This design comes from an exercise in tuning for a short achievable clock period and few clock cycles on the open sky130 flow, not from production work. The RTL was checked by simulation tests, not by an equivalence proof against the original design. Power and IR drop assume default switching activity.

## east
==> flow/design.v <==
`timescale 1ns / 1ps
module FastAdd #(parameter W = 13, parameter L = 4) (
    input  wire [W-1:0] a,
    input  wire [W-1:0] b,
    output wire [W-1:0] s,
    output wire         co
);
    wire [W-1:0] g [0:L];
    wire [W-1:0] p [0:L];
    assign g[0] = a & b;
    assign p[0] = a ^ b;
    genvar i, j;
    generate
        for (i = 0; i < L; i = i + 1) begin : lvl
            for (j = 0; j < W; j = j + 1) begin : bit_
                if (j >= (1 << i)) begin : m
                    assign g[i+1][j] = g[i][j] | (p[i][j] & g[i][j - (1 << i)]);
                    assign p[i+1][j] = p[i][j] & p[i][j - (1 << i)];
                end else begin : c
                    assign g[i+1][j] = g[i][j];
                    assign p[i+1][j] = p[i][j];
                end
            end
        end
    endgenerate
    assign s  = p[0] ^ {g[L][W-2:0], 1'b0};
    assign co = g[L][W-1];
endmodule
module IncDec #(parameter W = 19) (
    input  wire [W-1:0] x,
    output wire [W-1:0] p1,
    output wire [W-1:0] m1
);
    assign p1 = x + 1'b1;
    assign m1 = x - 1'b1;
endmodule
module NextPc (
    input  wire        late,
    input  wire [31:0] late_pc,
    input  wire        use_f,
    input  wire        sign,
    input  wire [12:0] f_lo,
    input  wire        f_co,
    input  wire [18:0] pc_hi,
    input  wire [18:0] pc_hi_p1,
    input  wire [18:0] pc_hi_m1,
    input  wire [31:0] early_pc,
    output wire [31:0] pc_next
);
    wire [18:0] f_hi  = (sign == f_co) ? pc_hi : (f_co ? pc_hi_p1 : pc_hi_m1);
    wire [31:0] inner = use_f ? {f_hi, f_lo} : early_pc;
    assign pc_next = late ? late_pc : inner;
endmodule
`timescale 1ns / 1ps
module TopLevelProcessor (
    input  wire        clk,
    input  wire        rst,
    output wire [31:0] imem_addr,
    input  wire [31:0] imem_rdata,
    output wire        dmem_we,
    output wire        dmem_re,
    output wire [31:0] dmem_addr,
    output wire [31:0] dmem_wdata,
    input  wire [31:0] dmem_rdata
);
    localparam NB = 4;    
    localparam NW = 2;    
    integer k;
    reg rst_q;
    always @(posedge clk) rst_q <= rst;
    reg  [31:0] pc_f;
    reg  [31:0]   ir;
    reg  [31:0]   pc_x;
    reg           v_x;
    reg           x_op, x_imm, x_ld, x_st, x_br, x_sub, x_wr;
    reg  [31:0]   x_immls;           
    reg  [31:1]   x_s1, x_s2;        
    reg           x_fw1, x_fw2;      
    reg           x_ldh;             
    reg           x_bh;              
    reg  [NW-1:0] x_bi;              
    reg         m_we, m_re, m_wen, m_ld;
    reg  [4:0]  m_rd;
    reg  [31:0] m_addr, m_wdata, m_res;
    reg            bv   [0:NB-1];
    reg  [9:0]     btag [0:NB-1];
    reg  [9:0]     btgt [0:NB-1];
    reg  [NW-1:0]  bptr;
    reg            u_v, u_set;
    reg  [NW-1:0]  u_idx;
    reg  [9:0]     u_tag, u_tgt;
    reg            p_hit;
    reg  [NW-1:0]  p_idx;
    reg  [9:0]     p_low;
    always @(*) begin
        p_hit = 1'b0;
        p_idx = {NW{1'b0}};
        p_low = 10'd0;
        for (k = 0; k < NB; k = k + 1) begin
            if (bv[k] && btag[k] == pc_f[11:2]) begin
                p_hit = 1'b1;
                p_idx = k[NW-1:0];
                p_low = p_low | btgt[k];
            end
        end
    end
    wire [31:0] p_tgt = {pc_f[31:12], p_low, pc_f[1:0]};
    wire [31:0] fi    = imem_rdata;
    wire [6:0]  f_opc = fi[6:0];
    wire [4:0]  f_rs1 = fi[19:15];
    wire [4:0]  f_rs2 = fi[24:20];
    wire f_op  = (f_opc == 7'b0110011);
    wire f_imm = (f_opc == 7'b0010011);
    wire f_ld  = (f_opc == 7'b0000011);
    wire f_st  = (f_opc == 7'b0100011);
    wire f_br  = (f_opc == 7'b1100011);
    wire f_use1 = f_op | f_imm | f_ld | f_st | f_br;
    wire f_use2 = f_op | f_st | f_br;
    wire f_wr  = (f_op | f_imm | f_ld) && (fi[11:7] != 5'd0);
    wire [31:0] f_immls = f_st ? {{20{fi[31]}}, fi[31:25], fi[11:7]}
                               : {{20{fi[31]}}, fi[31:20]};
    wire f_sub = fi[30] && (fi[14:12] == 3'b000);
    reg  [31:1] f_s1, f_s2;
    always @(*) begin
        for (k = 1; k < 32; k = k + 1) begin
            f_s1[k] = (f_rs1 == k);
            f_s2[k] = (f_rs2 == k);
        end
    end
    wire f_jmp = f_br && (f_rs1 == f_rs2);
    wire [31:0] f_immb = {{19{fi[31]}}, fi[31], fi[7], fi[30:25], fi[11:8], 1'b0};
    wire [12:0] f_lo;
    wire        f_co;
    FastAdd #(.W(13), .L(4)) u_flo (.a(pc_f[12:0]), .b(f_immb[12:0]), .s(f_lo), .co(f_co));
    wire [18:0] pc_hi_p1, pc_hi_m1;
    IncDec #(.W(19)) u_fhi (.x(pc_f[31:13]), .p1(pc_hi_p1), .m1(pc_hi_m1));
    wire [2:0] f3 = ir[14:12];
    wire [4:0] rd = ir[11:7];
    wire [31:0] imm_b = {{19{ir[31]}}, ir[31], ir[7], ir[30:25], ir[11:8], 1'b0};
    wire [31:0] wb_data = m_ld ? dmem_rdata : m_res;
    reg  [31:0] rf [1:31];
    always @(posedge clk) begin
        for (k = 1; k < 32; k = k + 1) begin
            if (rst_q)
                rf[k] <= 32'b0;
            else if (m_wen && m_rd == k)
                rf[k] <= wb_data;
        end
    end
    reg  [31:0] rf1, rf2;
    always @(*) begin
        rf1 = 32'b0;
        rf2 = 32'b0;
        for (k = 1; k < 32; k = k + 1) begin
            rf1 = rf1 | ({32{x_s1[k]}} & rf[k]);
            rf2 = rf2 | ({32{x_s2[k]}} & rf[k]);
        end
    end
    wire stall = v_x && x_ldh;
    wire go    = v_x && !x_ldh;
    wire [31:0] a = x_fw1 ? m_res : rf1;
    wire [31:0] b = x_fw2 ? m_res : rf2;
    wire [31:0] sum_rr = a + (x_sub ? ~b : b) + {31'b0, x_sub};
    wire [31:0] sum_ri = a + x_immls;
    reg  [31:0] op_res;
    always @(*) begin
        case (f3)
            3'b001:  op_res = a << b[4:0];
            3'b100:  op_res = a ^ b;
            3'b101:  op_res = a >> b[4:0];
            3'b110:  op_res = a | b;
            3'b111:  op_res = a & b;
            default: op_res = sum_rr;
        endcase
    end
    wire [31:0] res = x_op ? op_res : sum_ri;
    wire        taken  = x_br && (a == b);
    wire [31:0] target = pc_x + imm_b;
    wire [31:0] pc_x4  = pc_x + 32'd4;
    wire        bad_t  = go && (pc_f != target);    
    wire        bad_n  = go && (pc_f != pc_x4);     
    wire        redir  = taken ? bad_t : bad_n;
    wire [31:0] base   = p_hit ? p_tgt : pc_f + 32'd4;
    wire        late   = rst || redir;
    wire [31:0] late_pc = rst ? 32'b0 : (taken ? target : pc_x4);
    wire        use_f  = f_jmp && !stall;
    wire [31:0] early_pc = stall ? pc_f : base;
    wire [31:0] pc_next;
    NextPc u_npc (
        .late (late), .late_pc (late_pc),
        .use_f (use_f), .sign (fi[31]), .f_lo (f_lo), .f_co (f_co),
        .pc_hi (pc_f[31:13]), .pc_hi_p1 (pc_hi_p1), .pc_hi_m1 (pc_hi_m1),
        .early_pc (early_pc),
        .pc_next (pc_next)
    );
    always @(posedge clk) pc_f <= pc_next;
    always @(posedge clk) begin
        if (rst) begin
            v_x  <= 1'b0;
            m_we <= 1'b0;
            m_re <= 1'b0;
            u_v  <= 1'b0;
            bptr <= {NW{1'b0}};
            for (k = 0; k < NB; k = k + 1) bv[k] <= 1'b0;
        end else begin
            if (!stall)
                v_x  <= !redir;
            m_we <= go && x_st;
            m_re <= go && x_ld;
            u_v  <= redir && (taken || x_bh);
            if (redir && taken && !x_bh)
                bptr <= bptr + 1'b1;
            if (u_v)
                bv[u_idx] <= u_set;
        end
    end
    always @(posedge clk) begin
        u_set <= taken;
        u_idx <= x_bh ? x_bi : bptr;
        u_tag <= pc_x[11:2];
        u_tgt <= target[11:2];
        if (u_v && u_set) begin
            btag[u_idx] <= u_tag;
            btgt[u_idx] <= u_tgt;
        end
        if (!stall) begin
            ir      <= fi;
            pc_x    <= pc_f;
            x_op    <= f_op;
            x_imm   <= f_imm;
            x_ld    <= f_ld;
            x_st    <= f_st;
            x_br    <= f_br;
            x_sub   <= f_sub;
            x_wr    <= f_wr;
            x_immls <= f_immls;
            x_s1    <= f_s1;
            x_s2    <= f_s2;
            x_bh    <= p_hit;
            x_bi    <= p_idx;
        end
        x_fw1 <= go && x_wr && !x_ld && (rd == f_rs1);
        x_fw2 <= go && x_wr && !x_ld && (rd == f_rs2);
        x_ldh <= go && x_wr &&  x_ld && ((rd == f_rs1 && f_use1) || (rd == f_rs2 && f_use2));
        m_wen   <= go && x_wr;
        m_ld    <= go && x_ld;
        m_rd    <= rd;
        m_addr  <= sum_ri;
        m_wdata <= b;
        m_res   <= res;
    end
    assign imem_addr  = pc_f;
    assign dmem_we    = m_we;
    assign dmem_re    = m_re;
    assign dmem_addr  = m_addr;
    assign dmem_wdata = m_wdata;
endmodule
==> flow/config.mk <==
export PLATFORM = sky130hd
export DESIGN_NAME = TopLevelProcessor
export DESIGN_NICKNAME = TopLevelProcessor
export VERILOG_FILES = /design/flow/design.v
export SDC_FILE = /design/flow/constraint.sdc
export NUM_CORES = 4
export LEC_CHECK = 0
export CAP_MARGIN = 20
export CORE_MARGIN = 2
export CORE_UTILIZATION = 25
export CTS_CLUSTER_DIAMETER = 100
export CTS_CLUSTER_SIZE = 20
export PLACE_DENSITY = 0.45
export SLEW_MARGIN = 20
export SYNTH_HIERARCHICAL = 1
export SYNTH_MINIMUM_KEEP_SIZE = 0
==> flow/constraint.sdc <==
create_clock -name core_clock -period 27.0 [get_ports {clk}]
set_input_delay 5.4000 -clock core_clock [delete_from_list [all_inputs] [get_ports {clk}]]
set_output_delay 5.4000 -clock core_clock [all_outputs]
set_load 0.01 [all_outputs]
standard.sh (not shown) runs the stock make flow with config.mk's settings and CLKGATE_MAP_FILE= SYNTH_SCRIPT=/design/flow/synth_recipe.tcl, a recipe that flattens the netlist after the stock synthesis.
==> flow/flow/run.sh <==
#!/bin/bash
# The standard layout (standard.sh: standard synthesis, floorplan, place,
# CTS, route, finish) with two changes to how it is made: the timing repair
# steps are asked to leave extra setup slack so that they keep optimising the
# design's real paths, and the port buffers are a plain buffer cell that the
# repair steps can size. The SDC, clock period and every other setting are
# the standard flow's own. The make output goes to standard_flow.log; each ORFS step logs
# to orfs/logs/.
set -euo pipefail
export SETUP_SLACK_MARGIN=${SETUP_MARGIN_NS:-20.4}
export BUFFER_PORTS_ARGS="-buffer_cell sky130_fd_sc_hd__buf_4"
bash standard.sh > standard_flow.log 2>&1
east finished every step from synthesis to the final layout, and the layout passed the timing, DRC and antenna checks.
Testbench counts of east, summed over its fixed seeds: cycles 14,746.
What middle does differently from east at the input level:
-- flow/design.v --
<<< east, line 27
    assign co = g[L][W-1];
endmodule
module IncDec #(parameter W = 19) (
    input  wire [W-1:0] x,
    output wire [W-1:0] p1,
    output wire [W-1:0] m1
);
    assign p1 = x + 1'b1;
    assign m1 = x - 1'b1;
endmodule
module NextPc (
    input  wire        late,
    input  wire [31:0] late_pc,
    input  wire        use_f,
    input  wire        sign,
    input  wire [12:0] f_lo,
    input  wire        f_co,
    input  wire [18:0] pc_hi,
    input  wire [18:0] pc_hi_p1,
    input  wire [18:0] pc_hi_m1,
    input  wire [31:0] early_pc,
    output wire [31:0] pc_next
);
    wire [18:0] f_hi  = (sign == f_co) ? pc_hi : (f_co ? pc_hi_p1 : pc_hi_m1);
    wire [31:0] inner = use_f ? {f_hi, f_lo} : early_pc;
    assign pc_next = late ? late_pc : inner;
endmodule
`timescale 1ns / 1ps
>>> middle, line 27
    assign co = g[L][W-1];
endmodule
module NextPc (
    input  wire        late,
    input  wire [31:0] late_pc,
    input  wire        use_f,
    input  wire [31:0] f_tgt,
    input  wire [31:0] early_pc,
    output wire [31:0] pc_next
);
    wire [31:0] inner = use_f ? f_tgt : early_pc;
    assign pc_next = late ? late_pc : inner;
endmodule
module Hold #(parameter W = 31) (
    input  wire         hold,
    input  wire [W-1:0] q,
    input  wire [W-1:0] d,
    output wire [W-1:0] o
);
    assign o = hold ? q : d;
endmodule
`timescale 1ns / 1ps
<<< east, line 133
    wire        f_co;
    FastAdd #(.W(13), .L(4)) u_flo (.a(pc_f[12:0]), .b(f_immb[12:0]), .s(f_lo), .co(f_co));
    wire [18:0] pc_hi_p1, pc_hi_m1;
    IncDec #(.W(19)) u_fhi (.x(pc_f[31:13]), .p1(pc_hi_p1), .m1(pc_hi_m1));
    wire [2:0] f3 = ir[14:12];
    wire [4:0] rd = ir[11:7];
>>> middle, line 127
    wire        f_co;
    FastAdd #(.W(13), .L(4)) u_flo (.a(pc_f[12:0]), .b(f_immb[12:0]), .s(f_lo), .co(f_co));
    wire [2:0] f3 = ir[14:12];
    wire [4:0] rd = ir[11:7];
<<< east, line 158
    end
    wire stall = v_x && x_ldh;
    wire go    = v_x && !x_ldh;
    wire [31:0] a = x_fw1 ? m_res : rf1;
>>> middle, line 150
    end
    wire stall = v_x && x_ldh;
    wire [31:1] s1_n, s2_n;
    Hold #(.W(31)) u_h1 (.hold(stall), .q(x_s1), .d(f_s1), .o(s1_n));
    Hold #(.W(31)) u_h2 (.hold(stall), .q(x_s2), .d(f_s2), .o(s2_n));
    wire go    = v_x && !x_ldh;
    wire [31:0] a = x_fw1 ? m_res : rf1;
<<< east, line 175
    end
    wire [31:0] res = x_op ? op_res : sum_ri;
    wire        taken  = x_br && (a == b);
    wire [31:0] target = pc_x + imm_b;
    wire [31:0] pc_x4  = pc_x + 32'd4;
>>> middle, line 170
    end
    wire [31:0] res = x_op ? op_res : sum_ri;
    wire        e_rr   = (rf1 == rf2);
    wire        e_mr   = (m_res == rf2);
    wire        e_rm   = (rf1 == m_res);
    wire        eq     = x_fw1 ? (x_fw2 || e_mr) : (x_fw2 ? e_rm : e_rr);
    wire        taken  = x_br && eq;
    wire [31:0] target = pc_x + imm_b;
    wire [31:0] pc_x4  = pc_x + 32'd4;
<<< east, line 189
    NextPc u_npc (
        .late (late), .late_pc (late_pc),
        .use_f (use_f), .sign (fi[31]), .f_lo (f_lo), .f_co (f_co),
        .pc_hi (pc_f[31:13]), .pc_hi_p1 (pc_hi_p1), .pc_hi_m1 (pc_hi_m1),
        .early_pc (early_pc),
        .pc_next (pc_next)
>>> middle, line 188
    NextPc u_npc (
        .late (late), .late_pc (late_pc),
        .use_f (use_f), .f_tgt ({pc_f[31:13], f_lo}),
        .early_pc (early_pc),
        .pc_next (pc_next)
<<< east, line 235
            x_wr    <= f_wr;
            x_immls <= f_immls;
            x_s1    <= f_s1;
            x_s2    <= f_s2;
            x_bh    <= p_hit;
            x_bi    <= p_idx;
        end
        x_fw1 <= go && x_wr && !x_ld && (rd == f_rs1);
        x_fw2 <= go && x_wr && !x_ld && (rd == f_rs2);
>>> middle, line 233
            x_wr    <= f_wr;
            x_immls <= f_immls;
            x_bh    <= p_hit;
            x_bi    <= p_idx;
        end
        x_s1 <= s1_n;
        x_s2 <= s2_n;
        x_fw1 <= go && x_wr && !x_ld && (rd == f_rs1);
        x_fw2 <= go && x_wr && !x_ld && (rd == f_rs2);
### Flow results
- In summary, middle completed successfully, with a layout that passed the timing, DRC and antenna checks.
- Looking at final worst slack, middle sits 0.17 ns above east.
- middle vs east — count of clock-buffer cells in the layout dropped by more than 10%
- east → middle: total number of cells along the worst setup path dropped 22; number of iterations in the first detailed-routing pass grew by 2; number of buffers inserted during clock tree synthesis down 8.8%.
- Cell count essentially unchanged between middle and east.
- Taking middle as 1.0, east lands at 1.06 on internal power summed over all cells.
- Against east, middle comes in 1.8 mm lower on post-detailed-routing wire length.
- Any difference in via count between east and middle is small enough to ignore.
- Type of the worst setup path: register to output port -> middle, register to register -> east
- middle against east: power share of the clock group went down by 1.8 points; final area down 4.7%.
Testbench counts of middle, summed over its fixed seeds: cycles 14,746.

## separate check: timing with driven ports
The flow's constraints put no driver on any port. The routed layouts listed below were extracted and timed again, unchanged, in two steps. Step 1: set_driving_cell puts a clkbuf_16 on clk and a buf_2 on each other input, an assumption about the parent block. Step 2 adds t to the input delays and takes it off the output delays; t is the mean of the earliest and latest rising clock arrival at the registers after step 1. Input paths then give back, and output paths get back, about the clock's delay inside the block. Slacks: ideal ports / drivers / drivers and shift; pairs: ideal ports / drivers.
| run | shift t [ns] | setup WS [ns] | worst hold slack (ns) | slew at the worst register clock pin (ns) | worst data-port slew with drivers (ns) |
|---|---|---|---|---|---|
| east | 0.876 | 20.128 / 20.128 / 19.369 | 0.487 / 0.487 / 0.487 | 0.10 / 0.10 | 0.13 |
| middle | 0.853 | 20.293 / 20.192 / 19.700 | 0.462 / 0.462 / 0.462 | 0.10 / 0.10 | 0.21 |
After both steps setup and hold are still met in every run listed. For east, which loses most, drivers alone change the setup slack by 0.000 ns; drivers and shift together by -0.759 ns.
